What follows belongs to an exercise in optimizing a design on an open flow for small area; a production flow would make more cautious choices. Only simulation tests tie the RTL to the original design; equivalence was not proved. No driver is modelled on the clock port, so clocking that relies on it looks cheaper here than on a real chip. Power figures rest on the tool's default switching activity, not on a simulated workload.

--- config.mk ---
export PLATFORM = sky130hd
export DESIGN_NAME = axi_gpio_top
export DESIGN_NICKNAME = axi_gpio_top
export VERILOG_FILES = /design/flow/design.v
export SDC_FILE = /design/flow/constraint.sdc
export NUM_CORES = 4
export LEC_CHECK = 0
export ABC_AREA = 1
export CAP_MARGIN = 10
export CORE_MARGIN = 2
export CORE_UTILIZATION = 60
export SLEW_MARGIN = 10
--- constraint.sdc ---
create_clock -name core_clock -period 10.0 [get_ports {ACLK}]
set_input_delay 2.0000 -clock core_clock [delete_from_list [all_inputs] [get_ports {ACLK}]]
set_output_delay 2.0000 -clock core_clock [all_outputs]
set_load 0.01 [all_outputs]
--- design.v ---
`timescale 1ns/1ps
module synchro(
  input                clk,
  input                resetn,
  input  [width-1 : 0] data_in,
  output [width-1 : 0] data_out
);
  parameter width = 1;
  reg [width-1 : 0] reg_a_s;
  reg [width-1 : 0] reg_b_s;
  always @(posedge clk or negedge resetn) begin
    if (~resetn) begin
      reg_a_s <= 0;
      reg_b_s <= 0;
    end else begin
      reg_a_s <= data_in;
      reg_b_s <= reg_a_s;
    end
  end
  assign data_out = reg_b_s;
endmodule  
`timescale 1ns/1ps
module debouncer(
  input        clk,
  input        res_n,
  input        up,        
  input        dis,       
  input  [4:0] tgt,       
  input        tgt_ok,    
  input        data_in,   
  output       data_out   
);
  reg [12:0] lo;
  reg [4:0]  hi;
  reg        fil;
  wire d     = data_in ^ fil;
  wire adv   = ~dis & d;                            
  wire hold  = dis;                                 
  wire step  = adv & up;
  wire lz    = ~|lo[11:0];
  wire wrap  = lo[12] & lz;                         
  wire lfb   = lo[12] ^ lo[3] ^ lo[2] ^ lo[0] ^ lz;
  wire hz    = ~|hi[3:0];
  wire hfb   = hi[4] ^ hi[2] ^ hz;
  wire hadv  = step & wrap;
  wire hhold = hold | (step & ~wrap);
  wire match = tgt_ok & (hi == tgt);
  wire [12:0] lo_n = ({13{hold}} & lo) | ({12'h000, adv} & {12'h000, lfb | ~up})
                   | ({13{step}} & {lo[11:0], 1'b0});
  wire [4:0]  hi_n = ({5{hhold}} & hi) | ({5{hadv}} & {hi[3:0], hfb});
  always @(posedge clk) begin
    lo  <= lo_n;
    hi  <= hi_n;
  end
  always @(posedge clk or negedge res_n) begin
    if (~res_n)
      fil <= 1'b0;
    else
      fil <= fil ^ (step & match);
  end
  assign data_out = dis ? data_in : fil;
endmodule  
`timescale 1ns/1ps
module int_ctrl(
  input        clk,
  input        res_n,
  input        up,              
  input  [7:0] switch,          
  input  [4:0] button,          
  output [7:0] int_switch_sts,  
  input  [7:0] int_switch_ena,  
  input  [7:0] int_switch_clr,  
  output [4:0] int_button_sts,  
  input  [4:0] int_button_ena,  
  input  [4:0] int_button_clr,  
  input  [4:0] button_posedge,  
  input  [4:0] button_negedge,  
  input        invoke_int,      
  output       interrupt
);
  reg [7:0] sw_sts;
  reg [4:0] bt_sts;
  reg       irq;
  reg [7:0] sw_prev;
  reg [4:0] bt_prev;
  wire [7:0] sw_chg = switch ^ sw_prev;
  wire [4:0] bt_chg = button ^ bt_prev;
  wire [4:0] bt_hit = bt_chg & ((button & button_posedge) | (~button & button_negedge));
  wire [7:0] sw_nxt = int_switch_ena & ({8{invoke_int}} | sw_chg | (sw_sts & ~int_switch_clr));
  wire [4:0] bt_nxt = int_button_ena & ({5{invoke_int}} | bt_hit | (bt_sts & (bt_chg | ~int_button_clr)));
  always @(posedge clk or negedge res_n) begin
    if (~res_n)
      irq <= 1'b0;
    else
      irq <= up & |{sw_sts, bt_sts};
  end
  always @(posedge clk) begin
    sw_sts <= sw_nxt;
    bt_sts <= bt_nxt;
  end
  always @(posedge clk) begin
    sw_prev <= switch;
    bt_prev <= button;
  end
  assign interrupt      = irq;
  assign int_switch_sts = sw_sts;
  assign int_button_sts = bt_sts;
endmodule  
`timescale 1ns/1ps
module axi_lite(
  input         ACLK,
  input         ARESETn,
  input         AWVALID,
  output        AWREADY,
  input  [31:0] AWADDR,
  input  [2 :0] AWPROT,
  input         WVALID,
  output        WREADY,
  input  [31:0] WDATA,
  input  [3 :0] WSTRB,
  output        BVALID,
  input         BREADY,
  output [1 :0] BRESP,
  input         ARVALID,
  output        ARREADY,
  input  [31:0] ARADDR,
  input  [2 :0] ARPROT,
  output        RVALID,
  input         RREADY,
  output [31:0] RDATA,
  output [1 :0] RRESP,
  output [7:0] led,
  input  [7:0] switch,
  input  [4:0] button,
  input  [7:0] int_switch_sts,
  output [7:0] int_switch_ena,
  output [7:0] int_switch_clr,
  input  [4:0] int_button_sts,
  output [4:0] int_button_ena,
  output [4:0] int_button_clr,
  output [4:0] button_posedge,
  output [4:0] button_negedge,
  output [7:0] deb_switch_dis,  
  output [4:0] deb_button_dis,
  output [4:0] deb_time,
  output       invoke_int_test
);
  localparam [31:0] ID = 32'h7e8155aa;
  reg ar, rv, aw, bv;
  reg [7:0] led_s;
  reg [7:0] sw_ena;
  reg [4:0] bt_ena;
  reg [4:0] bt_pos;
  reg [4:0] bt_neg;
  reg [7:0] deb_sw_dis;   
  reg [4:0] deb_bt_dis;
  reg [4:0] deb_t;
  reg [12:0] rdat;
  reg        rid;    
  reg        rdec;   
  reg        bdec;   
  reg [7:0]  sw_clr;
  reg [4:0]  bt_clr;
  reg        inv;
  wire [3:0] wa = AWADDR[5:2];
  wire [3:0] ra = ARADDR[5:2];
  wire s0 = WSTRB[0];
  wire s1 = WSTRB[1];
  wire w0 = s0 & WDATA[0];
  wire [12:0] wmask = {{5{s1}} & WDATA[12:8], {8{s0}} & WDATA[7:0]};
  wire [12:0] ena_set = {13{aw & (wa == 4'd3)}} & wmask | {13{aw & (wa == 4'd6) & w0}};
  wire [12:0] ena_clr = {13{aw & (wa == 4'd4)}} & wmask | {13{aw & (wa == 4'd7) & w0}};
  always @(posedge ACLK or negedge ARESETn) begin
    if (~ARESETn) begin
      ar         <= 1'b0;
      rv         <= 1'b0;
      aw         <= 1'b0;
      bv         <= 1'b0;
      led_s      <= 8'h00;
      sw_ena     <= 8'h00;
      bt_ena     <= 5'h00;
      bt_pos     <= 5'h00;
      bt_neg     <= 5'h00;
      deb_sw_dis <= 8'h00;
      deb_bt_dis <= 5'h00;
      deb_t      <= 5'h00;
    end else begin
      ar <= (~ar & ~rv) | (ar & ~ARVALID);
      rv <= (ar & ARVALID) | (rv & ~RREADY);
      aw <= ~aw & ~bv & AWVALID & WVALID;
      bv <= aw | (bv & ~BREADY);
      sw_ena <= (sw_ena & ~ena_clr[7:0]) | ena_set[7:0];
      bt_ena <= (bt_ena & ~ena_clr[12:8]) | ena_set[12:8];
      if (aw) begin
        case (wa)
          4'd0: if (s0) led_s <= WDATA[7:0];
          4'd5: begin
            if (s0) bt_pos <= WDATA[4:0];
            if (s1) bt_neg <= WDATA[12:8];
          end
          4'd6: if (w0) begin
            bt_pos <= 5'h1f;
            bt_neg <= 5'h1f;
          end
          4'd8: begin
            if (s0) deb_sw_dis <= ~WDATA[7:0];
            if (s1) deb_bt_dis <= ~WDATA[12:8];
          end
          4'd9: if (s0) deb_t <= WDATA[4:0];
          default: ;
        endcase
      end
    end
  end
  wire [12:0] rmux =
      ({13{ra == 4'd0}}  & {5'h00, led_s})
    | ({13{ra == 4'd1}}  & {button, switch})
    | ({13{ra == 4'd2}}  & {int_button_sts, int_switch_sts})
    | ({13{ra == 4'd3 || ra == 4'd4}} & {bt_ena, sw_ena})
    | ({13{ra == 4'd5}}  & {bt_neg, 3'b000, bt_pos})
    | ({13{ra == 4'd8}}  & ~{deb_bt_dis, deb_sw_dis})
    | ({13{ra == 4'd9}}  & {8'h00, deb_t})
    | ({13{ra == 4'd10}} & ID[12:0]);
  always @(posedge ACLK) begin
    sw_clr <= {8{aw & (wa == 4'd2) & s0}} & WDATA[7:0];
    bt_clr <= {5{aw & (wa == 4'd2) & s1}} & WDATA[12:8];
    inv    <= aw & (wa == 4'd11) & w0;
    bdec   <= (aw & wa[3] & wa[2]) | (bv & bdec);
    rid    <= (ar & (ra == 4'd10)) | (rv & rid);
    rdec   <= (ar & ra[3] & ra[2]) | (rv & rdec);
    rdat   <= ({13{ar}} & rmux) | ({13{rv}} & rdat);
  end
  assign ARREADY = ar;
  assign RVALID  = rv;
  assign RDATA   = {ID[31:13] & {19{rid}}, rdat};
  assign RRESP   = {rdec, rdec};
  assign AWREADY = aw;
  assign WREADY  = aw;
  assign BVALID  = bv;
  assign BRESP   = {bdec, bdec};
  assign led             = led_s;
  assign int_switch_ena  = sw_ena;
  assign int_button_ena  = bt_ena;
  assign int_switch_clr  = sw_clr;
  assign int_button_clr  = bt_clr;
  assign button_posedge  = bt_pos;
  assign button_negedge  = bt_neg;
  assign deb_switch_dis  = deb_sw_dis;
  assign deb_button_dis  = deb_bt_dis;
  assign deb_time        = deb_t;
  assign invoke_int_test = inv;
endmodule  
 `timescale 1ns/1ps
module axi_gpio_top(  
  input ACLK,
  input ARESETn,
  input        AWVALID,
  output       AWREADY,
  input [31:0] AWADDR,
  input [2 :0] AWPROT,
  input        WVALID,
  output       WREADY,
  input [31:0] WDATA,
  input [3 :0] WSTRB,  
  output       BVALID,
  input        BREADY,
  output[1 :0] BRESP,
  input        ARVALID,
  output       ARREADY,
  input [31:0] ARADDR,
  input [2 :0] ARPROT,
  output       RVALID,
  input        RREADY,
  output[31:0] RDATA,
  output[1 :0] RRESP,
  output [7:0] led,      
  input  [7:0] switch,   
  input  [4:0] button,    
  output interrupt
);
  wire [7:0] int_switch_sts;
  wire [7:0] int_switch_ena;
  wire [7:0] int_switch_clr;
  wire [4:0] int_button_sts;
  wire [4:0] int_button_ena;
  wire [4:0] int_button_clr;
  wire [4:0] button_posedge;
  wire [4:0] button_negedge;
  wire [7:0] deb_switch_dis;
  wire [4:0] deb_button_dis;
  wire [7:0] switch_synch;
  wire [4:0] button_synch;
  wire [7:0] switch_deb;
  wire [4:0] button_deb;  
  wire [4:0] deb_time;
  wire       invoke_int;
  reg [4:0] deb_tgt;
  always @(*) begin
    case (deb_time)
      5'd0: deb_tgt = 5'd1;
      5'd1: deb_tgt = 5'd2;
      5'd2: deb_tgt = 5'd4;
      5'd3: deb_tgt = 5'd9;
      5'd4: deb_tgt = 5'd18;
      5'd5: deb_tgt = 5'd5;
      5'd6: deb_tgt = 5'd11;
      5'd7: deb_tgt = 5'd22;
      5'd8: deb_tgt = 5'd12;
      5'd9: deb_tgt = 5'd25;
      5'd10: deb_tgt = 5'd19;
      5'd11: deb_tgt = 5'd7;
      5'd12: deb_tgt = 5'd15;
      5'd13: deb_tgt = 5'd31;
      5'd14: deb_tgt = 5'd30;
      5'd15: deb_tgt = 5'd28;
      5'd16: deb_tgt = 5'd24;
      5'd17: deb_tgt = 5'd17;
      5'd18: deb_tgt = 5'd3;
      5'd19: deb_tgt = 5'd6;
      5'd20: deb_tgt = 5'd13;
      5'd21: deb_tgt = 5'd27;
      5'd22: deb_tgt = 5'd23;
      5'd23: deb_tgt = 5'd14;
      5'd24: deb_tgt = 5'd29;
      5'd25: deb_tgt = 5'd26;
      5'd26: deb_tgt = 5'd21;
      5'd27: deb_tgt = 5'd10;
      5'd28: deb_tgt = 5'd20;
      5'd29: deb_tgt = 5'd8;
      5'd30: deb_tgt = 5'd16;
      default: deb_tgt = 5'd0;
    endcase
  end
  wire       deb_tgt_ok = ~&deb_time;
  reg up_s;
  always @(posedge ACLK or negedge ARESETn)
    if (~ARESETn) up_s <= 1'b0;
    else          up_s <= 1'b1;
  synchro#(8) 
  synchro_switch(  
    .clk     (ACLK),
    .resetn  (ARESETn),
    .data_in (switch),
    .data_out(switch_synch)
  );
  synchro#(5) 
  synchro_button(  
    .clk     (ACLK),
    .resetn  (ARESETn),
    .data_in (button),
    .data_out(button_synch)
  ); 
 genvar i;
 generate
    for (i=0; i<=7; i=i+1) begin : switch_debouncers 
    debouncer i_debouncer(  
     .clk(ACLK), 
     .res_n(ARESETn),
     .up(up_s),
     .dis(deb_switch_dis[i]),
     .tgt(deb_tgt),
     .tgt_ok(deb_tgt_ok),
     .data_in(switch_synch[i]), 
     .data_out(switch_deb[i])      
 );
 end 
 endgenerate
 genvar j;
 generate
    for (j=0; j<=4; j=j+1) begin : buttton_debouncers
    debouncer j_debouncer(  
     .clk(ACLK), 
     .res_n(ARESETn),
     .up(up_s),
     .dis(deb_button_dis[j]),
     .tgt(deb_tgt),
     .tgt_ok(deb_tgt_ok),
     .data_in(button_synch[j]), 
     .data_out(button_deb[j])      
 );
 end 
 endgenerate
 int_ctrl i_int_ctrl(  
   .clk(ACLK),
   .res_n(ARESETn),
   .up(up_s),
   .switch(switch_deb),          
   .button(button_deb),          
   .int_switch_sts(int_switch_sts),
   .int_switch_ena(int_switch_ena), 
   .int_switch_clr(int_switch_clr),
   .int_button_sts(int_button_sts),
   .int_button_ena(int_button_ena),
   .int_button_clr(int_button_clr),
   .button_posedge(button_posedge),
   .button_negedge(button_negedge), 
   .invoke_int(invoke_int),
   .interrupt(interrupt)
);
 axi_lite i_axi_lite(  
   .ACLK(ACLK),
   .ARESETn(ARESETn),
   .AWVALID(AWVALID),
   .AWREADY(AWREADY),
   .AWADDR(AWADDR),
   .AWPROT(AWPROT),
   .WVALID(WVALID),
   .WREADY(WREADY),
   .WDATA(WDATA),
   .WSTRB(WSTRB),  
   .BVALID(BVALID),
   .BREADY(BREADY),
   .BRESP(BRESP),
   .ARVALID(ARVALID),
   .ARREADY(ARREADY),
   .ARADDR(ARADDR),
   .ARPROT(ARPROT),
   .RVALID(RVALID),
   .RREADY(RREADY),
   .RDATA(RDATA),
   .RRESP(RRESP),
   .led(led),            
   .switch(switch_deb),         
   .button(button_deb),         
   .int_switch_sts(int_switch_sts), 
   .int_switch_ena(int_switch_ena), 
   .int_switch_clr(int_switch_clr), 
   .int_button_sts(int_button_sts), 
   .int_button_ena(int_button_ena),
   .int_button_clr(int_button_clr),
   .button_posedge(button_posedge),
   .button_negedge(button_negedge), 
   .deb_switch_dis(deb_switch_dis),
   .deb_button_dis(deb_button_dis),
   .deb_time(deb_time),
   .invoke_int_test(invoke_int)
);  
endmodule  
--- flow/run.sh ---
#!/bin/bash
# Own layout flow: the standard flow (standard.sh), with these changes:
#  - synthesis maps the logic with an area-oriented ABC script (abc_area.script
#    here) instead of ORFS's, and skips ORFS's half/full adder extraction;
#    everything else in the synthesis is unchanged, so the registers are the
#    standard synthesis's;
#  - port buffering uses sky130_fd_sc_hd__buf_1 cells;
#  - CTS clusters at most 15 flip-flops per sky130_fd_sc_hd__clkbuf_8, with no
#    dummy loads;
#  - after CTS, cells off the critical paths are sized down (post_cts.tcl).
# Each tool's full output stays in orfs/logs/; make's output goes to make.log.
set -euo pipefail
W=$(pwd)
cat > "$W/own_synth.tcl" <<EOT
proc abc {args} {
  set i [lsearch -exact \$args -script]
  if {\$i >= 0} { lset args [expr {\$i + 1}] {$W/flow/abc_area.script} }
  yosys abc {*}\$args
}
# ORFS's half/full adder extraction only hurts the area here
proc extract_fa {args} {}
source {$W/synth_recipe.tcl}
EOT
EXTRA="'BUFFER_PORTS_ARGS=-buffer_cell sky130_fd_sc_hd__buf_1'"
EXTRA+=" 'CTS_ARGS=-sink_clustering_enable -repair_clock_nets -buf_list sky130_fd_sc_hd__clkbuf_8 -sink_clustering_size 15 -sink_clustering_max_diameter 60 -dont_use_dummy_load'"
EXTRA+=" 'POST_CTS_TCL=$W/flow/post_cts.tcl'"
sed -e "s#SYNTH_SCRIPT=[^ ']*#SYNTH_SCRIPT=$W/own_synth.tcl#" \
    -e "s#CLKGATE_MAP_FILE= #CLKGATE_MAP_FILE= $EXTRA #" \
    standard.sh > own_standard.sh
grep -q own_synth.tcl own_standard.sh
grep -q POST_CTS_TCL own_standard.sh
bash own_standard.sh > make.log 2>&1
--- flow/abc_area.script ---
strash
dch
amap
strash
&get -n
&dch
&nf -a -R 1000
&put
strash
dch
amap
strash
&get -n
&dch
&nf -a -R 1000
&put
--- flow/post_cts.tcl ---
# size down cells on paths with slack to spare, then re-legalise
log_cmd repair_timing -recover_power 100 -setup_margin 0 -hold_margin 0 -verbose
detailed_placement
check_placement -verbose
--- standard.sh ---
#!/bin/bash
# synth_recipe.tcl (not shown) runs the flow's synth.tcl, then flattens the netlist and writes it again
# the make line also repeats each setting of config.mk as NAME=value (left out here)
make -C /OpenROAD-flow-scripts/flow DESIGN_CONFIG=/design/flow/config.mk WORK_HOME=/design/flow/orfs CLKGATE_MAP_FILE= SYNTH_SCRIPT=/design/flow/synth_recipe.tcl "${@:-finish}"
==> results.py, run 1 <==
metrics = {
    "timing": {
        "grt_setup_unrepaired": "no",
        "period_share_pct": 39.1,
        "skew_ps": 42.1,
        "tns_ps": 0,
        "worst_pin_slew_ps": 1100,
        "setup_viol": 0,
        "hold_viol": 0,
        "fin_crit_ps": 3910,
        "slew_violations": 0,
        "relSlewSlack_pct": 26.4,
        "fmax_mhz": 256,
    },
    "drt": {
        "vias": 11200,
        "drt_iter0_markers": 797,
        "routed_via_density": 6.19,
        "wirelength_mm": 34.3,
        "drt-pass1-iter-count": 8,
        "final_antenna_net_count": 0,
        "drc": 0,
        "routedWlPerCell_um": 19.0,
    },
    "placement": {
        "hpwl_mm": 22.6,
        "gp_congestion": 0.850,
        "port_buffers": 82,
        "placed_area_um2": 15700,
    },
    "finish": {
        "drive_gt1_share_pct": 3.51,
        "area_growth_pct": 8.00,
        "final_area_um2": 16200,
        "fin_nets": 1609,
    },
    "critical_path": {
        "required_ps": 10460,
        "start_kind": "input pin",
        "critPathLaunch": "ARADDR[3]",
        "reg2regPathDepth": 12,
        "reg2reg_to": "buttton_debouncers[4].j_debouncer.fil",
        "cp-end-kind": "register",
        "rrSetupSlack_ps": 6630,
        "worstSetupPathType": "in -> reg",
        "endpoint": "i_axi_lite.rdat[10]",
        "cp.arrival_ps": 4370,
        "cp_max_fo": 10,
        "rr_startpoint": "i_axi_lite.deb_t[1]",
    },
    "synthesis": {
        "yosys_warnings": 6,
        "synth_edf_count": 0,
        "yosysSeqAreaShare_pct": 54.4,
        "syn_area_per_cell_um2": 11.0,
        "synthArstFlopShare_pct": 24.5,
        "postSynthCellCount": 1366,
        "synthFlopType": "dfxtp_1",
        "synth_area_um2": 15000,
        "synth_cell_types": 47,
        "ys_ff_latch": 384,
    },
    "clocking": {
        "clkLatencyLatePin_ps": 540,
        "clkTransAtPathRegs_ps": 100,
        "numClockSinks": 384,
        "cts_tree": "yes",
    },
    "die": {
        "io_pins": 176,
        "die-area_um2": 26300,
        "core-area_um2": 24500,
        "fp.dieW_um": 162,
        "floorplan.rows": 57,
        "chipHeight_um": 162,
        "start_util_pct": 61.3,
    },
    "run": {
        "maxCapViolations": 0,
    },
    "global_route": {
        "antenna_found_initial": 1,
        "grt-ovfl-total": 0,
        "track_usage_pct": 26.0,
        "grt_pass1_wl_mm": 54.9,
        "grt_pass1_vias": 10400,
        "grt_max_degree": 60,
    },
    "power_and_ir_drop": {
        "fin_total_pwr_mw": 3.51,
        "ir_drop_uv": 157,
        "cellLeakagePower_nw": 6.47,
        "powerDensity_nw_per_um2": 217,
    },
    "outcome": {
        "status": "no timing/DRC/antenna violations",
    },
    "min_path": {
        "hold_path_class": "reg -> reg",
    },
}
==> logic make-up after synthesis <==
| logic type | synth area share (%) |
|---|---|
| other cells | 0.0501 |
| mux | 1.70 |
| simple gates | 11.0 |
| xor+xnor | 7.83 |
| flops | 54.4 |
| buf+inv | 1.98 |
| compound gates | 23.0 |
==> critical path, stage by stage <==
cell	delay, ps
clkbuf_1	410
nand2b_1	210
or3_1	480
clkinv_1	430
a22oi_1	250
o211ai_1	110
a221o_1	290
a22o_1	180
==> sequential cells by signal (all words and copies together), names as in the netlist, 13 cells and up <==
signal and count:
buttton_debouncers.j_debouncer.hi 25, buttton_debouncers.j_debouncer.lo 65, switch_debouncers.i_debouncer.lo 104, switch_debouncers.i_debouncer.hi 40, i_axi_lite.rdat 13
==> synth_stat cells, drive strengths merged, types with 10 or more instances <==
cell    number  area, µm²
dfxtp      290       5810
o21ai       44        220
nor2        55        206
o22a        10       87.6
nand3       17       85.1
and2        20        125
nor3        21        105
a22o       247       2160
a21oi       21        105
and3        38        238
a32oi       11       96.3
xor2        30        263
buf         24        180
nand2      113        424
nor4        45        282
dfrtp       94       2350
mux2        12        135
clkinv      31        116
mux2i       12        120
xnor2      104        911
a21o        15        113
==> layer usage <==
metal	share of wire, %	track usage (%)	vias to the layer above	wire length [µm]
met5	0	0	-	0
met4	2.1	7.56	0	709
met3	5.7	3.88	50	1970
met2	44	40.0	312	15100
met1	48	38.2	5454	16500
li1	-	-	5363	-
==> cell type report <==
class	instances	area, µm²
Antenna cell	1	2.50
Clock buffer	34	468
Fill cell	1997	8270
Inverter	31	116
Multi-Input combinational cell	936	6610
Sequential cell	384	8160
Tap cell	324	405
Timing Repair Buffer	96	440
==> layout by cell type, fill, tap and decap left out, types with 5 or more instances in the layout <==
| master | count |
|---|---|
| and2_0 | 20 |
| conb_1 | 11 |
| and3_1 | 38 |
| nor2_1 | 55 |
| nor2b_1 | 9 |
| nand3_1 | 17 |
| a222oi_1 | 7 |
| clkinv_1 | 31 |
| o211ai_1 | 9 |
| a31oi_1 | 7 |
| dfrtp_1 | 94 |
| a32oi_1 | 11 |
| a21o_1 | 15 |
| a22o_1 | 247 |
| mux2i_1 | 12 |
| a21oi_1 | 20 |
| dfxtp_1 | 290 |
| nand2b_1 | 5 |
| nand4_1 | 7 |
| o21ai_0 | 41 |
| a221oi_1 | 9 |
| mux2_1 | 12 |
| xor2_1 | 30 |
| xnor2_1 | 104 |
| buf_4 | 9 |
| o22a_1 | 10 |
| o22ai_1 | 7 |
| buf_1 | 78 |
| nor4_1 | 45 |
| nand2_1 | 113 |
| o2111ai_1 | 7 |
| nor3_1 | 21 |
| a2111oi_0 | 6 |
| clkbuf_8 | 34 |
==> per-stage QoR <==
step                      worst slack, ps  util (%)  hold slack (ps)  instances
after floorplan                      6460         -              331       1375
after global placement               5650      64.1              334       1769
after detailed placement             5580      64.1              335       1769
after global routing                 6010      66.2              358       1806
final                                6090      66.2              349       1806
==> report_power, final <==
| group | total, mW | switching, mW | internal (mW) | leakage, nW |
|---|---|---|---|---|
| registers | 1.89 | 0.194 | 1.69 | 3.54 |
| logic | 0.845 | 0.481 | 0.364 | 2.68 |
| clock network | 0.782 | 0.476 | 0.306 | 0.244 |
==> how the worst min path moves through the flow <==
stage               slack (ps)                   endpoint  depth (start not counted)                       from
floorplan                  330  synchro_button.reg_b_s[0]                          0  synchro_button.reg_a_s[0]
global placement           330  synchro_button.reg_b_s[1]                          0  synchro_button.reg_a_s[1]
detailed placement         330  synchro_button.reg_b_s[1]                          0  synchro_button.reg_a_s[1]
global route               360  synchro_switch.reg_b_s[4]                          0  synchro_switch.reg_a_s[4]
finish                     350  synchro_button.reg_b_s[2]                          0  synchro_button.reg_a_s[2]
==> run 2, diff against run 1 <==
--- a/flow/run.sh
+++ b/flow/run.sh
@@ -7,3 +7,3 @@
 #  - port buffering uses sky130_fd_sc_hd__buf_1 cells;
-#  - CTS clusters at most 15 flip-flops per sky130_fd_sc_hd__clkbuf_8, with no
+#  - CTS clusters at most 18 flip-flops per sky130_fd_sc_hd__clkbuf_8, with no
 #    dummy loads;
@@ -24,3 +24,3 @@
 EXTRA="'BUFFER_PORTS_ARGS=-buffer_cell sky130_fd_sc_hd__buf_1'"
-EXTRA+=" 'CTS_ARGS=-sink_clustering_enable -repair_clock_nets -buf_list sky130_fd_sc_hd__clkbuf_8 -sink_clustering_size 15 -sink_clustering_max_diameter 60 -dont_use_dummy_load'"
+EXTRA+=" 'CTS_ARGS=-sink_clustering_enable -repair_clock_nets -buf_list sky130_fd_sc_hd__clkbuf_8 -sink_clustering_size 18 -sink_clustering_max_diameter 70 -dont_use_dummy_load'"
 EXTRA+=" 'POST_CTS_TCL=$W/flow/post_cts.tcl'"
==> flow/post_cts.tcl (replaced) <==
# size down cells on paths with slack to spare, then re-legalise
log_cmd repair_timing -recover_power 100 -setup_margin 0 -hold_margin 0 -verbose

estimate_parasitics -placement
set slow_drivers {}
foreach pin [get_pins -of_objects [all_registers -edge_triggered] -filter "is_clock==1"] {
  set s 0.0
  foreach prop {slew_max_rise slew_max_fall} {
    set v [get_property $pin $prop]
    if {[string is double -strict $v] && $v > $s} { set s $v }
  }
  if {$s > 0.095} {
    foreach drv [get_pins -of_objects [get_nets -of_objects $pin] -filter "direction==output"] {
      lappend slow_drivers [get_full_name [get_cells -of_objects $drv]]
    }
  }
}
foreach inst [lsort -unique $slow_drivers] {
  set cell [get_property [get_cells $inst] ref_name]
  set bigger [string map {clkbuf_4 clkbuf_8 clkbuf_8 clkbuf_16} $cell]
  if {$bigger ne $cell} {
    puts "upsizing clock buffer $inst: $cell -> $bigger"
    replace_cell [get_cells $inst] [get_lib_cells $bigger]
  }
}
detailed_placement
check_placement -verbose
==> results.py, run 2 <==
metrics = {
    "outcome": {
        "status": "no timing/DRC/antenna violations",
    },
    "finish": {
        "largest_reg_flops": 104,
        "layout_common_cells": "dfxtp_1 (290), a22o_1 (247), nand2_1 (113)",
        "seqCellArea_um2": 8160,
        "multi_input_comb_area_um2": 6610,
        "fin_nets": 1600,
        "area_growth_pct": 8.75,
        "fill_cells": 1962,
        "final_common_cell": "dfxtp_1",
        "top_regs": "switch_debouncers.i_debouncer.lo (104), buttton_debouncers.j_debouncer.lo (65), switch_debouncers.i_debouncer.hi (40)",
        "final_area_um2": 16300,
        "drive_gt1_share_pct": 2.92,
        "largest-register": "switch_debouncers.i_debouncer.lo",
    },
    "synthesis": {
        "synth_area_um2": 15000,
        "synth_cell_types": 47,
        "yosysTopAreaCellShare_pct": 38.7,
        "yosys_warnings": 6,
        "synthSimpleGateAreaFrac_pct": 11.0,
        "syn_area_per_cell_um2": 11.0,
        "synth-compound-area-share_pct": 23.0,
        "synth_top_family_by_area": "compound AO/OA/AOI/OAI gates",
        "ys_ff_latch": 384,
        "synthFlopType": "dfxtp_1",
        "synth_edf_count": 0,
        "muxShareOfSynthArea_pct": 1.70,
        "synthAdderAreaFrac_pct": 0,
        "yosysSeqAreaShare_pct": 54.4,
        "synth.most_common_cell": "dfxtp_1",
        "netlist.top_cell.by_area": "dfxtp_1",
        "synthTopCellsByArea": "dfxtp_1 (39%), dfrtp_1 (16%), a22o_1 (14%), xnor2_1 (6.1%), nand2_1 (2.8%)",
        "synth_commonest_cells": "dfxtp_1 (290), a22o_1 (247), nand2_1 (113)",
        "synthArstFlopShare_pct": 24.5,
        "postSynthCellCount": 1366,
        "synth-xor-area-share_pct": 7.83,
    },
    "power_and_ir_drop": {
        "cellLeakagePower_nw": 6.51,
        "fin_total_pwr_mw": 3.62,
        "powerDensity_nw_per_um2": 222,
        "ir_drop_uv": 177,
    },
    "timing": {
        "setup_viol": 0,
        "relSlewSlack_pct": 27.7,
        "grt_setup_unrepaired": "no",
        "skew_ps": 15.7,
        "tns_ps": 0,
        "period_share_pct": 38.4,
        "fmax_mhz": 260,
        "slew_violations": 0,
        "holdWs_ps": 348,
        "fin_crit_ps": 3840,
        "fin_ws_ps": 6160,
        "hold_viol": 0,
        "worst_pin_slew_ps": 1080,
    },
    "die": {
        "start_util_pct": 61.3,
        "die-area_um2": 26300,
        "floorplan.rows": 57,
        "chipHeight_um": 162,
        "io_pins": 176,
        "fp.dieW_um": 162,
        "core-area_um2": 24500,
    },
    "placement": {
        "place_ws_ps": 5580,
        "placed_area_um2": 15700,
        "hpwl_mm": 22.6,
        "port_buffers": 82,
        "gp_congestion": 0.850,
    },
    "global_route": {
        "grt-ovfl-total": 0,
        "track_usage_pct": 25.8,
        "grt_max_degree": 60,
        "grt_pass1_wl_mm": 54.8,
        "grt_pass1_vias": 10400,
        "antenna_found_initial": 1,
    },
    "drt": {
        "drt_iter0_markers": 836,
        "routedWlPerCell_um": 19.1,
        "drt-pass1-iter-count": 5,
        "final_antenna_net_count": 0,
        "vias": 11100,
        "wirelength_mm": 34.3,
        "routed_via_density": 6.17,
        "drc": 0,
    },
    "min_path": {
        "hold_path_class": "reg -> reg",
    },
    "critical_path": {
        "required_ps": 10520,
        "cp-end-kind": "register",
        "worstSetupPathType": "in -> reg",
        "start_kind": "input pin",
        "cp.arrival_ps": 4370,
        "cp_max_fo": 10,
    },
    "clocking": {
        "clkLatencyLatePin_ps": 630,
        "numClockSinks": 384,
        "cts_tree": "yes",
        "clkTransAtPathRegs_ps": 80,
    },
    "run": {
        "maxCapViolations": 0,
    },
}
==> run 2: cell count changes in the layout (fill, tap and decap cells not counted), sizes merged <==
cell    before  now
clkbuf      41   32
==> run 2: path summary, 6_finish.rpt <==
check	start	cells after the start	end	slack [ps]
max in group asynchronous	ARESETn	3	i_axi_lite.deb_t[4]	7910
min	synchro_switch.reg_a_s[6]	0	synchro_switch.reg_b_s[6]	350
min reg2reg	synchro_switch.reg_a_s[6]	0	synchro_switch.reg_b_s[6]	350
max reg2reg	i_axi_lite.deb_t[1]	12	buttton_debouncers[4].j_debouncer.fil	6620
max	ARADDR[3]	8	i_axi_lite.rdat[10]	6160
min in group asynchronous	ARESETn	1	synchro_switch.reg_a_s[1]	1230
==> run 2: kinds of logic after synthesis <==
logic type / Yosys count
AOI/OAI and AO/OA: 429
DFF: 384
and+or+nand+nor: 338
xor gates and xnor gates: 134
buffers and inverters: 55
muxes: 24
other: 2
==> run 2: worst max-delay path, stage by stage <==
cell	delay [ps]
clkbuf_1	410
nand2b_1	210
or3_1	480
clkinv_1	430
a22oi_1	240
o211ai_1	110
a221o_1	290
a22o_1	180
==> run 2: cell type report <==
cell class | instances | share of cell area [%]
sequential | 384 | 50.0
multi-input combinational | 936 | 40.5
clock buffer | 25 | 3.56
timing repair buffer | 96 | 2.70
tap | 324 | 2.49
inverter | 31 | 0.713
antenna | 1 | 0.0153
==> run 2: power breakdown <==
part           internal [mW]  leakage [nW]  switching [mW]
Sequential              1.69          3.54           0.194
Combinational          0.364          2.68           0.479
Clock                  0.402         0.288           0.483
Total                   2.46          6.51            1.16
==> run 2: through the flow <==
stage	util (%)	cells
floorplan	-	1375
global placement	64.1	1769
detailed placement	64.1	1769
global route	66.7	1797
finish	66.7	1797
==> run 2: metal layers <==
metal / vias to the layer above / GRT usage [%] / routed length (µm)
met5: - / 0 / 0
met4: 0 / 6.72 / 840
met2: 288 / 39.9 / 14900
met1: 5397 / 38.1 / 16600
li1: 5351 / - / -
met3: 60 / 3.83 / 1930
==> run 3, diff against run 2 <==
--- a/flow/run.sh
+++ b/flow/run.sh
@@ -9,3 +9,4 @@
 #    dummy loads;
-#  - after CTS, cells off the critical paths are sized down (post_cts.tcl).
+#  - after CTS, cells off the critical paths are sized down, and clock
+#    buffers whose flip-flops see a slow clock edge are sized up (post_cts.tcl).
 # Each tool's full output stays in orfs/logs/; make's output goes to make.log.
@@ -25,2 +26,3 @@
 EXTRA+=" 'CTS_ARGS=-sink_clustering_enable -repair_clock_nets -buf_list sky130_fd_sc_hd__clkbuf_8 -sink_clustering_size 18 -sink_clustering_max_diameter 70 -dont_use_dummy_load'"
+EXTRA+=" 'SKIP_REPAIR_TIE_FANOUT=1'"
 EXTRA+=" 'POST_CTS_TCL=$W/flow/post_cts.tcl'"
--- a/flow/post_cts.tcl
+++ b/flow/post_cts.tcl
@@ -11,3 +11,3 @@
   }
-  if {$s > 0.095} {
+  if {$s > 0.110} {
     foreach drv [get_pins -of_objects [get_nets -of_objects $pin] -filter "direction==output"] {
==> results.py, run 3 <==
metrics = {
    "global_route": {
        "grt_pass1_vias": 10500,
        "grt_max_degree": 63,
        "track_usage_pct": 26.3,
        "grt_pass1_wl_mm": 56.2,
        "grt-ovfl-total": 0,
        "antenna_found_initial": 0,
    },
    "finish": {
        "antennaDiodeCount": 0,
        "area_growth_pct": 7.59,
        "drive_gt1_share_pct": 2.87,
        "top_regs": "switch_debouncers.i_debouncer.lo (104), buttton_debouncers.j_debouncer.lo (65), switch_debouncers.i_debouncer.hi (40)",
        "layout_common_cells": "dfxtp_1 (290), a22o_1 (247), nand2_1 (113)",
        "fin_nets": 1592,
        "final_common_cell": "dfxtp_1",
        "fill_cells": 1976,
        "largest-register": "switch_debouncers.i_debouncer.lo",
        "largest_reg_flops": 104,
    },
    "synthesis": {
        "synth_edf_count": 0,
        "synthArstFlopShare_pct": 24.5,
        "synthTopCellsByArea": "dfxtp_1 (39%), dfrtp_1 (16%), a22o_1 (14%), xnor2_1 (6.1%), nand2_1 (2.8%)",
        "postSynthCellCount": 1366,
        "ys_ff_latch": 384,
        "yosys_warnings": 6,
        "yosysTopAreaCellShare_pct": 38.7,
        "syn_area_per_cell_um2": 11.0,
        "synth_commonest_cells": "dfxtp_1 (290), a22o_1 (247), nand2_1 (113)",
        "synth_cell_types": 47,
        "synthFlopType": "dfxtp_1",
        "netlist.top_cell.by_area": "dfxtp_1",
        "synth_area_um2": 15000,
        "synth.most_common_cell": "dfxtp_1",
        "yosysSeqAreaShare_pct": 54.4,
    },
    "drt": {
        "drt-pass1-iter-count": 5,
        "final_antenna_net_count": 0,
        "vias": 11000,
        "drc": 0,
        "wirelength_mm": 34.5,
        "routedWlPerCell_um": 19.3,
        "drt_iter0_markers": 973,
        "routed_via_density": 6.13,
    },
    "power_and_ir_drop": {
        "cellLeakagePower_nw": 6.41,
        "powerDensity_nw_per_um2": 217,
        "ir_drop_uv": 130,
        "fin_total_pwr_mw": 3.50,
    },
    "placement": {
        "gp_congestion": 0.873,
        "port_buffers": 82,
        "hpwl_mm": 22.5,
    },
    "clocking": {
        "numClockSinks": 384,
        "clkLatencyLatePin_ps": 600,
        "clkTransAtPathRegs_ps": 100,
        "cts_tree": "yes",
    },
    "critical_path": {
        "cp-end-kind": "register",
        "rrSetupSlack_ps": 6500,
        "endpoint": "i_axi_lite.rdat[10]",
        "start_kind": "input pin",
        "required_ps": 10510,
        "rr_startpoint": "i_axi_lite.deb_t[2]",
        "cp_max_fo": 10,
        "cp.arrival_ps": 4410,
        "critPathLaunch": "ARADDR[3]",
        "reg2reg_to": "buttton_debouncers[3].j_debouncer.fil",
        "worstSetupPathType": "in -> reg",
        "reg2regPathDepth": 10,
    },
    "die": {
        "io_pins": 176,
        "chipHeight_um": 162,
        "fp.dieW_um": 162,
        "floorplan.rows": 57,
        "die-area_um2": 26300,
        "start_util_pct": 61.3,
        "core-area_um2": 24500,
    },
    "min_path": {
        "hold_path_class": "reg -> reg",
    },
    "timing": {
        "fmax_mhz": 256,
        "grt_setup_unrepaired": "no",
        "relSlewSlack_pct": 21.9,
        "slew_violations": 0,
        "tns_ps": 0,
        "hold_viol": 0,
        "setup_viol": 0,
        "fin_crit_ps": 3900,
        "period_share_pct": 39.0,
        "skew_ps": 53.0,
        "worst_pin_slew_ps": 1170,
    },
    "outcome": {
        "status": "no timing/DRC/antenna violations",
    },
    "run": {
        "maxCapViolations": 0,
    },
}
[run 3: cell count changes in the layout (fill, tap and decap cells not counted), sizes merged]
| cell | previous run | this run |
|---|---|---|
| diode | 1 | 0 |
| conb | 11 | 2 |
| buf | 89 | 87 |
| clkbuf | 32 | 35 |
[run 3: worst min path at each step]
stage	start	endpoint	cells after the start
finish	synchro_button.reg_a_s[0]	synchro_button.reg_b_s[0]	0
global route	synchro_button.reg_a_s[2]	synchro_button.reg_b_s[2]	0
detailed placement	synchro_switch.reg_a_s[5]	synchro_switch.reg_b_s[5]	0
global placement	synchro_switch.reg_a_s[1]	synchro_switch.reg_b_s[1]	0
floorplan	synchro_button.reg_a_s[0]	synchro_button.reg_b_s[0]	0
[run 3: cell type report]
cell class,count,area (µm²),area share [%]
clock buffer,26,448,2.78
inverter,31,116,0.721
multi-input combinational,927,6570,40.7
sequential,384,8160,50.6
tap,324,405,2.51
timing repair buffer,96,435,2.70
[run 3: per-stage QoR]
stage	area [µm²]	worst slack (ps)	cells	utilization, %	hold WS (ps)
after floorplan	15000	6460	1366	-	331
after global placement	15700	5600	1760	64.0	333
after detailed placement	15700	5610	1760	64.0	335
after global routing	16100	6030	1788	66.0	348
final	16100	6100	1788	66.0	337
[run 3: cells by family (layout without fill, tap and decap cells)]
group	count (synthesis)	in the layout	share of synthesized area [%]
AO/OA/AOI/OAI	429	429	23.0
XOR/XNOR	134	134	7.83
buffers and inverters	55	153	1.98
AND/OR/NAND/NOR	338	338	11.0
other	2	2	0.0501
flip-flops	384	384	54.4
multiplexers	24	24	1.70
[run 3: worst max-delay path, stage by stage]
cell      delay [ps]
clkbuf_1         450
nand2b_1         230
or3_1            490
clkinv_1         430
a22oi_1          250
o211ai_1         110
a221o_1          280
a22o_1           170
[run 3: layer usage]
| layer | vias to the layer above | share of wire (%) | wire (µm) | track usage [%] |
|---|---|---|---|---|
| li1 | 5332 | - | - | - |
| met1 | 5252 | 46 | 16000 | 38.2 |
| met2 | 315 | 44 | 15200 | 40.8 |
| met3 | 65 | 6.6 | 2290 | 4.78 |
| met4 | 0 | 3.1 | 1080 | 7.28 |
| met5 | - | 0 | 0 | 0 |
[run 3: power breakdown]
group / internal [mW] / switching, mW
combinational: 0.363 / 0.475
sequential: 1.69 / 0.203
clock: 0.301 / 0.464
total: 2.36 / 1.14
==> run 4, diff against run 3 <==
--- a/flow/run.sh
+++ b/flow/run.sh
@@ -26,3 +26,2 @@
 EXTRA+=" 'CTS_ARGS=-sink_clustering_enable -repair_clock_nets -buf_list sky130_fd_sc_hd__clkbuf_8 -sink_clustering_size 18 -sink_clustering_max_diameter 70 -dont_use_dummy_load'"
-EXTRA+=" 'SKIP_REPAIR_TIE_FANOUT=1'"
 EXTRA+=" 'POST_CTS_TCL=$W/flow/post_cts.tcl'"
==> results.py, run 4 <==
metrics = {
    "global_route": {
        "grt_pass1_wl_mm": 54.7,
        "antenna_found_initial": 1,
        "grt_max_degree": 60,
        "grt_pass1_vias": 10300,
        "track_usage_pct": 25.7,
        "grt-ovfl-total": 0,
    },
    "critical_path": {
        "cp_max_fo": 10,
        "rrSetupSlack_ps": 6610,
        "required_ps": 10500,
        "worstSetupPathType": "in -> reg",
        "cp.arrival_ps": 4340,
        "cp-end-kind": "register",
        "start_kind": "input pin",
    },
    "timing": {
        "skew_ps": 39.4,
        "holdWs_ps": 347,
        "tns_ps": 0,
        "relSlewSlack_pct": 25.9,
        "setup_viol": 0,
        "hold_viol": 0,
        "worst_pin_slew_ps": 1110,
        "period_share_pct": 38.5,
        "grt_setup_unrepaired": "no",
        "fin_crit_ps": 3850,
        "fmax_mhz": 260,
        "slew_violations": 0,
        "fin_ws_ps": 6150,
    },
    "run": {
        "maxCapViolations": 0,
    },
    "finish": {
        "layout_common_cells": "dfxtp_1 (290), a22o_1 (247), nand2_1 (113)",
        "fin_nets": 1600,
        "area_growth_pct": 7.55,
        "drive_gt1_share_pct": 2.92,
        "largest-register": "switch_debouncers.i_debouncer.lo",
        "largest_reg_flops": 104,
        "final_common_cell": "dfxtp_1",
        "top_regs": "switch_debouncers.i_debouncer.lo (104), buttton_debouncers.j_debouncer.lo (65), switch_debouncers.i_debouncer.hi (40)",
    },
    "power_and_ir_drop": {
        "fin_total_pwr_mw": 3.46,
        "ir_drop_uv": 176,
        "powerDensity_nw_per_um2": 215,
        "cellLeakagePower_nw": 6.43,
    },
    "synthesis": {
        "postSynthCellCount": 1366,
        "synthArstFlopShare_pct": 24.5,
        "synthTopCellsByArea": "dfxtp_1 (39%), dfrtp_1 (16%), a22o_1 (14%), xnor2_1 (6.1%), nand2_1 (2.8%)",
        "synth_commonest_cells": "dfxtp_1 (290), a22o_1 (247), nand2_1 (113)",
        "ys_ff_latch": 384,
        "netlist.top_cell.by_area": "dfxtp_1",
        "yosys_warnings": 6,
        "syn_area_per_cell_um2": 11.0,
        "synth_edf_count": 0,
        "yosysSeqAreaShare_pct": 54.4,
        "synthFlopType": "dfxtp_1",
        "synth.most_common_cell": "dfxtp_1",
        "synth_area_um2": 15000,
        "yosysTopAreaCellShare_pct": 38.7,
        "synth_cell_types": 47,
    },
    "placement": {
        "port_buffers": 82,
        "hpwl_mm": 22.6,
        "place_ws_ps": 5580,
        "gp_congestion": 0.850,
    },
    "die": {
        "start_util_pct": 61.3,
        "chipHeight_um": 162,
        "die-area_um2": 26300,
        "core-area_um2": 24500,
        "floorplan.rows": 57,
        "fp.dieW_um": 162,
        "io_pins": 176,
    },
    "drt": {
        "drt-pass1-iter-count": 5,
        "routed_via_density": 6.19,
        "final_antenna_net_count": 0,
        "vias": 11100,
        "drt_iter0_markers": 772,
        "routedWlPerCell_um": 19.0,
        "wirelength_mm": 34.2,
        "drc": 0,
    },
    "clocking": {
        "cts_tree": "yes",
        "clkLatencyLatePin_ps": 610,
        "clkTransAtPathRegs_ps": 110,
        "numClockSinks": 384,
    },
    "outcome": {
        "status": "no timing/DRC/antenna violations",
    },
    "min_path": {
        "hold_path_class": "reg -> reg",
    },
}
==> run 4: through the flow <==
stage	std cells	area, µm²	utilization [%]
global placement	1769	15700	64.1
global route	1797	16100	65.9
finish	1797	16100	65.9
floorplan	1375	15000	-
detailed placement	1769	15700	64.1
==> run 4: worst paths after layout <==
check / start / end / cells past startpoint
min in group asynchronous: ARESETn / synchro_switch.reg_a_s[3] / 1
setup / recovery: ARADDR[3] / i_axi_lite.rdat[10] / 8
max in group asynchronous: ARESETn / i_axi_lite.bt_ena[4] / 3
hold / removal: synchro_switch.reg_a_s[5] / synchro_switch.reg_b_s[5] / 0
setup reg to reg: i_axi_lite.deb_t[1] / buttton_debouncers[4].j_debouncer.fil / 12
hold reg to reg: synchro_switch.reg_a_s[5] / synchro_switch.reg_b_s[5] / 0
==> run 4: where the power goes <==
| part | switching (mW) | internal (mW) |
|---|---|---|
| registers | 0.195 | 1.69 |
| logic | 0.480 | 0.364 |
| clock network | 0.462 | 0.268 |
==> run 4: cells by family (layout without fill, tap and decap cells) <==
family                    Yosys count  in the layout  share of synthesized area [%]
AOI/OAI and AO/OA                 429            429                           23.0
xor gates and xnor gates          134            134                           7.83
buffers and inverters              55            152                           1.98
DFF                               384            384                           54.4
muxes                              24             24                           1.70
other                               2             12                         0.0501
and+or+nand+nor                   338            338                           11.0
==> run 4: area by class of cell <==
class                   count  area [µm²]
flip-flops and latches    384        8160
well taps                 324         405
inverters                  31         116
repair buffers             96         440
clock buffers              25         400
diodes                      1        2.50
multi-input cells         936        6610
fillers                  1999        8330
==> run 4: worst max-delay path, stage by stage <==
cell	delay, ps
clkbuf_1	410
nand2b_1	210
or3_1	480
clkinv_1	410
a22oi_1	240
o211ai_1	110
a221o_1	290
a22o_1	180
==> run 4: per-layer routing <==
| layer | vias up | global-route usage (%) | wire length, µm |
|---|---|---|---|
| met5 | - | 0 | 0 |
| met3 | 57 | 3.73 | 1840 |
| met4 | 0 | 6.32 | 763 |
| met1 | 5419 | 38.1 | 16700 |
| li1 | 5355 | - | - |
| met2 | 294 | 39.9 | 14900 |
==> run 5, diff against run 4 <==
--- a/config.mk
+++ b/config.mk
@@ -10,3 +10,3 @@
 export CORE_MARGIN = 2
-export CORE_UTILIZATION = 60
+export CORE_UTILIZATION = 70
 export SLEW_MARGIN = 10
==> results.py, run 5 <==
metrics = {
    "timing": {
        "slew_violations": 0,
        "fin_crit_ps": 3960,
        "hold_viol": 0,
        "relSlewSlack_pct": 12.8,
        "holdWs_ps": 350,
        "fmax_mhz": 252,
        "skew_ps": 49.8,
        "grt_setup_unrepaired": "no",
        "tns_ps": 0,
        "setup_viol": 0,
        "fin_ws_ps": 6040,
        "worst_pin_slew_ps": 1300,
        "period_share_pct": 39.6,
    },
    "global_route": {
        "grt_max_degree": 74,
        "grt_pass1_vias": 10500,
        "grt-ovfl-total": 0,
        "track_usage_pct": 29.6,
        "antenna_found_initial": 1,
        "grt_pass1_wl_mm": 53.8,
    },
    "placement": {
        "port_buffers": 82,
        "gp_congestion": 0.868,
        "hpwl_mm": 22.5,
        "place_ws_ps": 5520,
    },
    "finish": {
        "layout_common_cells": "dfxtp_1 (290), a22o_1 (247), nand2_1 (113)",
        "largest_reg_flops": 104,
        "fin_nets": 1598,
        "top_regs": "switch_debouncers.i_debouncer.lo (104), buttton_debouncers.j_debouncer.lo (65), switch_debouncers.i_debouncer.hi (40)",
        "largest-register": "switch_debouncers.i_debouncer.lo",
        "drive_gt1_share_pct": 2.65,
        "area_growth_pct": 6.79,
        "fill_cells": 1447,
        "final_common_cell": "dfxtp_1",
    },
    "power_and_ir_drop": {
        "p_seq_share_pct": 54.7,
        "power.internal_mw": 2.31,
        "pwr-share-comb_pct": 24.6,
        "power.net_switching_mw": 1.13,
        "fin_total_pwr_mw": 3.44,
        "cellLeakagePower_nw": 6.40,
        "clkPwrFrac_pct": 20.6,
        "ir_drop_uv": 176,
        "power_switching_share_pct": 32.8,
        "powerDensity_nw_per_um2": 215,
    },
    "critical_path": {
        "cp.arrival_ps": 4450,
        "critPathLaunch": "ARADDR[3]",
        "rr_startpoint": "i_axi_lite.deb_t[2]",
        "cp_num_buf_inv": 2,
        "slowest_delay_ps": 460,
        "start_kind": "input pin",
        "worstSetupPathType": "in -> reg",
        "critical-path-top-delay-family": "compound AO/OA/AOI/OAI gates",
        "required_ps": 10480,
        "slowest_stage": "or3_1",
        "path_cells": "clkbuf_1 -> nand2b_1 -> or3_1 -> clkinv_1 -> a22oi_1 -> o211ai_1 -> a221o_1 -> a22o_1",
        "cp_max_fo": 10,
        "cp-end-kind": "register",
    },
    "synthesis": {
        "yosysSeqAreaShare_pct": 54.4,
        "yosysTopAreaCellShare_pct": 38.7,
        "ys_ff_latch": 384,
        "synth_area_um2": 15000,
        "syn_area_per_cell_um2": 11.0,
        "synth_commonest_cells": "dfxtp_1 (290), a22o_1 (247), nand2_1 (113)",
        "postSynthCellCount": 1366,
        "netlist.top_cell.by_area": "dfxtp_1",
        "synth.most_common_cell": "dfxtp_1",
        "synthArstFlopShare_pct": 24.5,
        "synthTopCellsByArea": "dfxtp_1 (39%), dfrtp_1 (16%), a22o_1 (14%), xnor2_1 (6.1%), nand2_1 (2.8%)",
        "yosys_warnings": 6,
        "synthFlopType": "dfxtp_1",
        "synth_edf_count": 0,
        "synth_cell_types": 47,
    },
    "clocking": {
        "numClockSinks": 384,
        "clkTransAtPathRegs_ps": 110,
        "cts_tree": "yes",
        "clkLatencyLatePin_ps": 600,
    },
    "die": {
        "core-area_um2": 21000,
        "io_pins": 176,
        "chipHeight_um": 150,
        "start_util_pct": 71.3,
        "fp.dieW_um": 150,
        "die-area_um2": 22600,
        "floorplan.rows": 53,
    },
    "drt": {
        "drt_iter0_markers": 833,
        "vias": 11300,
        "drt-pass1-iter-count": 9,
        "wirelength_mm": 33.7,
        "routedWlPerCell_um": 19.3,
        "final_antenna_net_count": 0,
        "drc": 0,
        "routed_via_density": 6.45,
    },
    "run": {
        "maxCapViolations": 0,
    },
    "min_path": {
        "hold_path_class": "reg -> reg",
        "hp-start": "synchro_switch.reg_a_s[2]",
    },
    "outcome": {
        "status": "no timing/DRC/antenna violations",
    },
}
-- run 5: power groups by stage --
stage          Sequential, mW  Clock [mW]  Combinational (mW)
5_1_grt                  1.91       0.777               0.934
3_5_place_dp             1.91           0               0.840
2_1_floorplan            1.87           0               0.622
3_3_place_gp             1.91           0               0.813
6_report                 1.88       0.710               0.847
-- run 5: layout make-up --
cell class | instances | area, µm² | area share (%)
flip-flops and latches | 384 | 8160 | 50.9
multi-input cells | 936 | 6610 | 41.3
repair buffers | 94 | 398 | 2.48
clock buffers | 25 | 389 | 2.43
well taps | 275 | 344 | 2.15
inverters | 31 | 116 | 0.727
diodes | 1 | 2.50 | 0.0156
-- run 5: per-layer routing --
metal	wire, µm	track usage, %
met5	0	0
met4	1170	9.01
met3	2100	4.45
met2	15200	47.0
met1	15200	42.3
-- run 5: through the flow --
step	instance area, µm²	std cells	util, %
2_1_floorplan	15000	1375	-
3_3_place_gp	15600	1719	74.3
3_5_place_dp	15600	1719	74.3
5_1_grt	16000	1746	76.2
6_report	16000	1746	76.2
-- run 5: logic make-up (layout without fill, tap and decap cells) --
family	count (synthesis)	in the layout	synth area share [%]
compound gates	429	429	23.0
flops	384	384	54.4
buf+inv	55	150	1.98
other cells	2	12	0.0501
mux	24	24	1.70
xor+xnor	134	134	7.83
simple gates	338	338	11.0
-- run 5: final timing paths --
path	endpoint	slack, ps	cells past startpoint
setup / recovery	i_axi_lite.rdat[10]	6040	8
hold / removal	synchro_switch.reg_b_s[2]	350	0
setup reg to reg	buttton_debouncers[4].j_debouncer.fil	6220	11
hold reg to reg	synchro_switch.reg_b_s[2]	350	0
max in group asynchronous	up_s	7320	3
min in group asynchronous	synchro_switch.reg_a_s[1]	1390	1
-- run 5: worst register-to-register path, stage by stage, from the launching register on --
cell       delay (ps)
dfrtp_1           620
and2_0            240
o21ai_0           110
nor2_1            140
a211oi_1           60
a21oi_1           890
clkbuf_1          750
o21ai_0           160
a2111oi_0         280
o21ai_0           140
a21oi_1           160
xor2_1            170
==> run 6, diff against run 5 <==
--- a/flow/post_cts.tcl
+++ b/flow/post_cts.tcl
@@ -11,3 +11,3 @@
   }
-  if {$s > 0.110} {
+  if {$s > 0.100} {
     foreach drv [get_pins -of_objects [get_nets -of_objects $pin] -filter "direction==output"] {
--- a/config.mk
+++ b/config.mk
@@ -10,3 +10,3 @@
 export CORE_MARGIN = 2
-export CORE_UTILIZATION = 70
+export CORE_UTILIZATION = 85
 export SLEW_MARGIN = 10
==> results.py, run 6 <==
metrics = {
    "clocking": {
        "clkLatencyLatePin_ps": 650,
        "numClockSinks": 384,
        "clkTransAtPathRegs_ps": 100,
        "cts_tree": "yes",
    },
    "placement": {
        "place_inst": 1666,
        "place_ws_ps": 5610,
        "hpwl_mm": 24.0,
        "gp_congestion": 0.900,
        "port_buffers": 82,
    },
    "power_and_ir_drop": {
        "power.net_switching_mw": 1.24,
        "fin_total_pwr_mw": 3.67,
        "power_switching_share_pct": 33.7,
        "power.internal_mw": 2.43,
        "clkPwrFrac_pct": 23.3,
        "cellLeakagePower_nw": 6.46,
        "ir_drop_uv": 195,
        "powerDensity_nw_per_um2": 228,
        "pwr-share-comb_pct": 24.5,
        "p_seq_share_pct": 52.2,
    },
    "min_path": {
        "hold_path_class": "reg -> reg",
    },
    "synthesis": {
        "synth_cell_types": 47,
        "synthArstFlopShare_pct": 24.5,
        "synthFlopType": "dfxtp_1",
        "syn_area_per_cell_um2": 11.0,
        "ys_ff_latch": 384,
        "synth_area_um2": 15000,
        "synth_edf_count": 0,
        "netlist.top_cell.by_area": "dfxtp_1",
        "yosys_warnings": 6,
        "synthTopCellsByArea": "dfxtp_1 (39%), dfrtp_1 (16%), a22o_1 (14%), xnor2_1 (6.1%), nand2_1 (2.8%)",
        "synth.most_common_cell": "dfxtp_1",
        "yosysTopAreaCellShare_pct": 38.7,
        "synth_commonest_cells": "dfxtp_1 (290), a22o_1 (247), nand2_1 (113)",
        "postSynthCellCount": 1366,
        "yosysSeqAreaShare_pct": 54.4,
    },
    "drt": {
        "vias": 12600,
        "routed_via_density": 7.44,
        "drc": 0,
        "drt-pass1-iter-count": 9,
        "routedWlPerCell_um": 24.0,
        "drt_iter0_markers": 1790,
        "final_antenna_net_count": 0,
        "wirelength_mm": 40.7,
    },
    "timing": {
        "slew_violations": 0,
        "period_share_pct": 39.9,
        "fin_ws_ps": 6010,
        "hold_viol": 0,
        "skew_ps": 55.4,
        "relSlewSlack_pct": 12.6,
        "fin_crit_ps": 3990,
        "fmax_mhz": 250,
        "worst_pin_slew_ps": 1310,
        "grt_setup_unrepaired": "no",
        "setup_viol": 0,
        "tns_ps": 0,
    },
    "finish": {
        "final_common_cell": "dfxtp_1",
        "drive_gt1_share_pct": 2.73,
        "fin_nets": 1595,
        "top_regs": "switch_debouncers.i_debouncer.lo (104), buttton_debouncers.j_debouncer.lo (65), switch_debouncers.i_debouncer.hi (40)",
        "layout_common_cells": "dfxtp_1 (290), a22o_1 (247), nand2_1 (113)",
        "final_cells": 1692,
        "largest_reg_flops": 104,
        "area_growth_pct": 7.37,
        "antennaDiodeCount": 0,
        "largest-register": "switch_debouncers.i_debouncer.lo",
    },
    "die": {
        "fp.dieW_um": 137,
        "start_util_pct": 86.7,
        "core-area_um2": 17300,
        "floorplan.rows": 48,
        "io_pins": 176,
        "chipHeight_um": 137,
        "die-area_um2": 18700,
    },
    "critical_path": {
        "path_cells": "clkbuf_1 -> nand2b_1 -> or3_1 -> clkinv_1 -> a22oi_1 -> o211ai_1 -> a221o_1 -> a22o_1",
        "start_kind": "input pin",
        "worstSetupPathType": "in -> reg",
        "cp_max_fo": 10,
        "cp.arrival_ps": 4530,
        "required_ps": 10530,
        "cp_num_buf_inv": 2,
        "cp-end-kind": "register",
        "critical-path-top-delay-family": "compound AO/OA/AOI/OAI gates",
        "slowest_delay_ps": 490,
        "slowest_stage": "or3_1",
    },
    "global_route": {
        "grt_pass1_vias": 12200,
        "grt_max_degree": 54,
        "track_usage_pct": 42.9,
        "grt-ovfl-total": 0,
        "antenna_found_initial": 0,
        "grt_pass1_wl_mm": 62.9,
    },
    "outcome": {
        "status": "no timing/DRC/antenna violations",
    },
    "run": {
        "maxCapViolations": 0,
    },
}
run 6: power groups by stage:
stage                     Combinational, mW  Clock [mW]  Sequential, mW
final                                 0.898       0.855            1.92
after global routing                  0.956       0.902            1.93
after detailed placement              0.838           0            1.93
after global placement                0.788           0            1.91
after floorplan                       0.622           0            1.87
run 6: logic make-up (layout without fill, tap and decap cells):
family                 after synthesis  after routing  synth area share, %
XOR/XNOR                           134            134                 7.83
AO/OA/AOI/OAI                      429            429                 23.0
flip-flops                         384            384                 54.4
multiplexers                        24             24                 1.70
other                                2             11               0.0501
AND/OR/NAND/NOR                    338            338                 11.0
buffers and inverters               55            147                 1.98
run 6: final cells by class:
cell class,instances,area (µm²)
Sequential cell,384,8160
Multi-Input combinational cell,936,6620
Fill cell,589,1190
Clock buffer,25,547
Timing Repair Buffer,91,383
Tap cell,225,282
Inverter,31,116
run 6: layer usage:
metal,track usage [%],routed length [µm]
met5,0,46
met4,24.2,2680
met3,9.59,4470
met2,70.0,18900
met1,52.9,14600
run 6: final timing paths:
check / startpoint / end / slack (ps) / cells past startpoint
worst max-delay path: ARADDR[3] / i_axi_lite.rdat[10] / 6010 / 8
worst min-delay path: synchro_switch.reg_a_s[6] / synchro_switch.reg_b_s[6] / 330 / 0
worst max register to register: up_s / buttton_debouncers[1].j_debouncer.fil / 6490 / 6
worst min register to register: synchro_switch.reg_a_s[6] / synchro_switch.reg_b_s[6] / 330 / 0
max in group asynchronous: ARESETn / switch_debouncers[3].i_debouncer.fil / 7400 / 3
min in group asynchronous: ARESETn / synchro_switch.reg_b_s[6] / 1230 / 1
run 6: per-stage QoR:
step / cell area, µm² / util (%) / hold WS [ps]
5_1_grt: 16100 / 93.1 / 347
6_report: 16100 / 93.1 / 334
3_5_place_dp: 15500 / 89.9 / 336
2_1_floorplan: 15000 / - / 331
3_3_place_gp: 15500 / 89.9 / 332
==> run 7, diff against run 6 <==
--- a/config.mk
+++ b/config.mk
@@ -10,3 +10,3 @@
 export CORE_MARGIN = 2
-export CORE_UTILIZATION = 85
+export CORE_UTILIZATION = 80
 export SLEW_MARGIN = 10
==> results.py, run 7 <==
metrics = {
    "drt": {
        "routed_via_density": 6.80,
        "drt-pass1-iter-count": 7,
        "routedWlPerCell_um": 21.4,
        "final_antenna_net_count": 0,
        "wirelength_mm": 36.4,
        "drt_iter0_markers": 1164,
        "vias": 11600,
        "drc": 0,
    },
    "timing": {
        "skew_ps": 27.3,
        "fmax_mhz": 241,
        "slew_violations": 0,
        "worst_pin_slew_ps": 1330,
        "grt_setup_unrepaired": "no",
        "setup_viol": 0,
        "relSlewSlack_pct": 11.2,
        "period_share_pct": 41.5,
        "fin_crit_ps": 4150,
        "tns_ps": 0,
        "hold_viol": 0,
    },
    "die": {
        "start_util_pct": 81.0,
        "chipHeight_um": 141,
        "core-area_um2": 18500,
        "io_pins": 176,
        "floorplan.rows": 50,
        "fp.dieW_um": 141,
        "die-area_um2": 19900,
    },
    "synthesis": {
        "synth_commonest_cells": "dfxtp_1 (290), a22o_1 (247), nand2_1 (113)",
        "yosysTopAreaCellShare_pct": 38.7,
        "synthFlopType": "dfxtp_1",
        "yosysSeqAreaShare_pct": 54.4,
        "ys_ff_latch": 384,
        "syn_area_per_cell_um2": 11.0,
        "yosys_warnings": 6,
        "synth_edf_count": 0,
        "postSynthCellCount": 1366,
        "synth_area_um2": 15000,
        "netlist.top_cell.by_area": "dfxtp_1",
        "synth.most_common_cell": "dfxtp_1",
        "synthTopCellsByArea": "dfxtp_1 (39%), dfrtp_1 (16%), a22o_1 (14%), xnor2_1 (6.1%), nand2_1 (2.8%)",
        "synthArstFlopShare_pct": 24.5,
        "synth_cell_types": 47,
    },
    "finish": {
        "final_common_cell": "dfxtp_1",
        "drive_gt1_share_pct": 2.72,
        "layout_common_cells": "dfxtp_1 (290), a22o_1 (247), nand2_1 (113)",
        "fill_cells": 956,
        "postLayoutCoreUtil_pct": 87.1,
        "top_regs": "switch_debouncers.i_debouncer.lo (104), buttton_debouncers.j_debouncer.lo (65), switch_debouncers.i_debouncer.hi (40)",
        "area_growth_pct": 7.56,
        "antennaDiodeCount": 0,
        "largest-register": "switch_debouncers.i_debouncer.lo",
        "fin_nets": 1596,
        "largest_reg_flops": 104,
    },
    "critical_path": {
        "critPathLaunch": "i_axi_lite.deb_t[2]",
        "cp.arrival_ps": 4700,
        "worstSetupPathType": "reg -> reg",
        "cp_max_fo": 16,
        "rrSetupSlack_ps": 5850,
        "reg2regPathDepth": 11,
        "rr_startpoint": "i_axi_lite.deb_t[2]",
        "endpoint": "buttton_debouncers[4].j_debouncer.fil",
        "reg2reg_to": "buttton_debouncers[4].j_debouncer.fil",
        "cp-end-kind": "register",
        "required_ps": 10550,
        "start_kind": "register",
    },
    "power_and_ir_drop": {
        "powerDensity_nw_per_um2": 225,
        "ir_drop_uv": 238,
        "cellLeakagePower_nw": 6.47,
    },
    "run": {
        "maxCapViolations": 0,
    },
    "placement": {
        "port_buffers": 82,
        "gp_congestion": 0.904,
        "hpwl_mm": 23.3,
    },
    "outcome": {
        "status": "no timing/DRC/antenna violations",
    },
    "global_route": {
        "grt_max_degree": 49,
        "antenna_found_initial": 0,
        "grt-ovfl-total": 0,
        "grt_pass1_wl_mm": 58.1,
        "track_usage_pct": 36.3,
        "grt_pass1_vias": 11300,
    },
    "clocking": {
        "numClockSinks": 384,
        "clkLatencyLatePin_ps": 630,
        "clkTransAtPathRegs_ps": 100,
        "cts_tree": "yes",
    },
    "min_path": {
        "hold_path_class": "reg -> reg",
    },
}
-- run 7: cell types whose count changed in the layout (fill, tap and decap cells not counted) --
cell and delta:
buf_4 +2, clkbuf_1 +1, clkbuf_8 -1, clkbuf_16 +1, buf_1 -1, a21oi_1 +1, clkbuf_2 -1, a21oi_2 -1
-- run 7: metrics by stage --
stage	instance area (µm²)	total power [mW]	hold WS (ps)	setup slack [ps]	std cells
after floorplan	15000	2.49	331	6460	1375
after global placement	15600	2.71	332	5670	1675
after detailed placement	15600	2.76	336	5580	1675
after global routing	16100	3.78	335	5640	1702
final	16100	3.62	337	5850	1702
-- run 7: routing by layer --
metal	share of wire (%)	vias up	global-route usage, %
met5	0	-	0
met3	8.5	111	6.32
li1	-	5366	-
met1	40	5558	48.4
met2	47	547	60.2
met4	3.7	0	13.5
-- run 7: power breakdown --
group / switching [mW] / internal (mW)
registers: 0.207 / 1.69
clock network: 0.475 / 0.385
logic: 0.504 / 0.362
total: 1.19 / 2.44
-- run 7: final cells by class --
cell class	instances	area (µm²)	area share [%]
Tap cell	234	293	1.82
Timing Repair Buffer	92	393	2.44
Inverter	31	116	0.721
Multi-Input combinational cell	936	6610	41.0
Sequential cell	384	8160	50.6
Clock buffer	25	558	3.46
-- run 7: worst max-delay path, stage by stage (launching register included) --
cell       delay (ps)
dfrtp_1           660
and2_0            250
o21ai_0           130
nor2_1            150
a211oi_1           70
a21oi_1          1040
clkbuf_1          610
o21ai_0           180
a2111oi_0         400
o21ai_0           190
a21oi_1           200
xor2_1            170
-- run 7: how the worst min path moves through the flow --
stage                              startpoint                   endpoint  slack (ps)  depth (start not counted)
floorplan           synchro_button.reg_a_s[0]  synchro_button.reg_b_s[0]         330                          0
global placement    synchro_button.reg_a_s[3]  synchro_button.reg_b_s[3]         330                          0
detailed placement  synchro_button.reg_a_s[2]  synchro_button.reg_b_s[2]         340                          0
global route        synchro_button.reg_a_s[2]  synchro_button.reg_b_s[2]         330                          0
finish              synchro_button.reg_a_s[2]  synchro_button.reg_b_s[2]         340                          0
-- run 7: logic make-up after synthesis --
family | count (synthesis) | synth area share (%)
and+or+nand+nor | 338 | 11.0
other | 2 | 0.0501
buffers and inverters | 55 | 1.98
xor gates and xnor gates | 134 | 7.83
AOI/OAI and AO/OA | 429 | 23.0
muxes | 24 | 1.70
DFF | 384 | 54.4

[what the ideal ports hide]
In the flow no input, the clock included, has a driving cell. The finished layouts below were timed again as built, in two steps.
Step 1 (the two cells are an assumption about what drives the block):
set clk [get_ports {ACLK}]
set_driving_cell -lib_cell sky130_fd_sc_hd__clkbuf_16 $clk
set_driving_cell -lib_cell sky130_fd_sc_hd__buf_2 [delete_from_list [all_inputs] $clk]
Step 2 adds t to the input delays and takes it off the output delays; t is the mean of the earliest and latest rising clock arrival at the registers after step 1. Input paths then give back, and output paths get back, about the clock's delay inside the block.
Slacks: no drivers / after step 1 / after step 2; pairs: no drivers / after step 1.
run	t (ns)	slack for setup (ns)	worst data-port slew with drivers (ns)
run 1	0.576	6.093 / 6.114 / 5.538	0.07
run 2	0.671	6.156 / 6.177 / 5.506	0.07
run 3	0.624	6.100 / 6.112 / 5.488	0.06
run 4	0.633	6.153 / 6.172 / 5.539	0.07
run 5	0.617	6.039 / 6.059 / 5.442	0.07
run 6	0.662	6.006 / 6.018 / 5.356	0.06
run 7	0.667	5.854 / 5.854 / 5.429	0.06
After both steps every run listed still meets setup and hold.
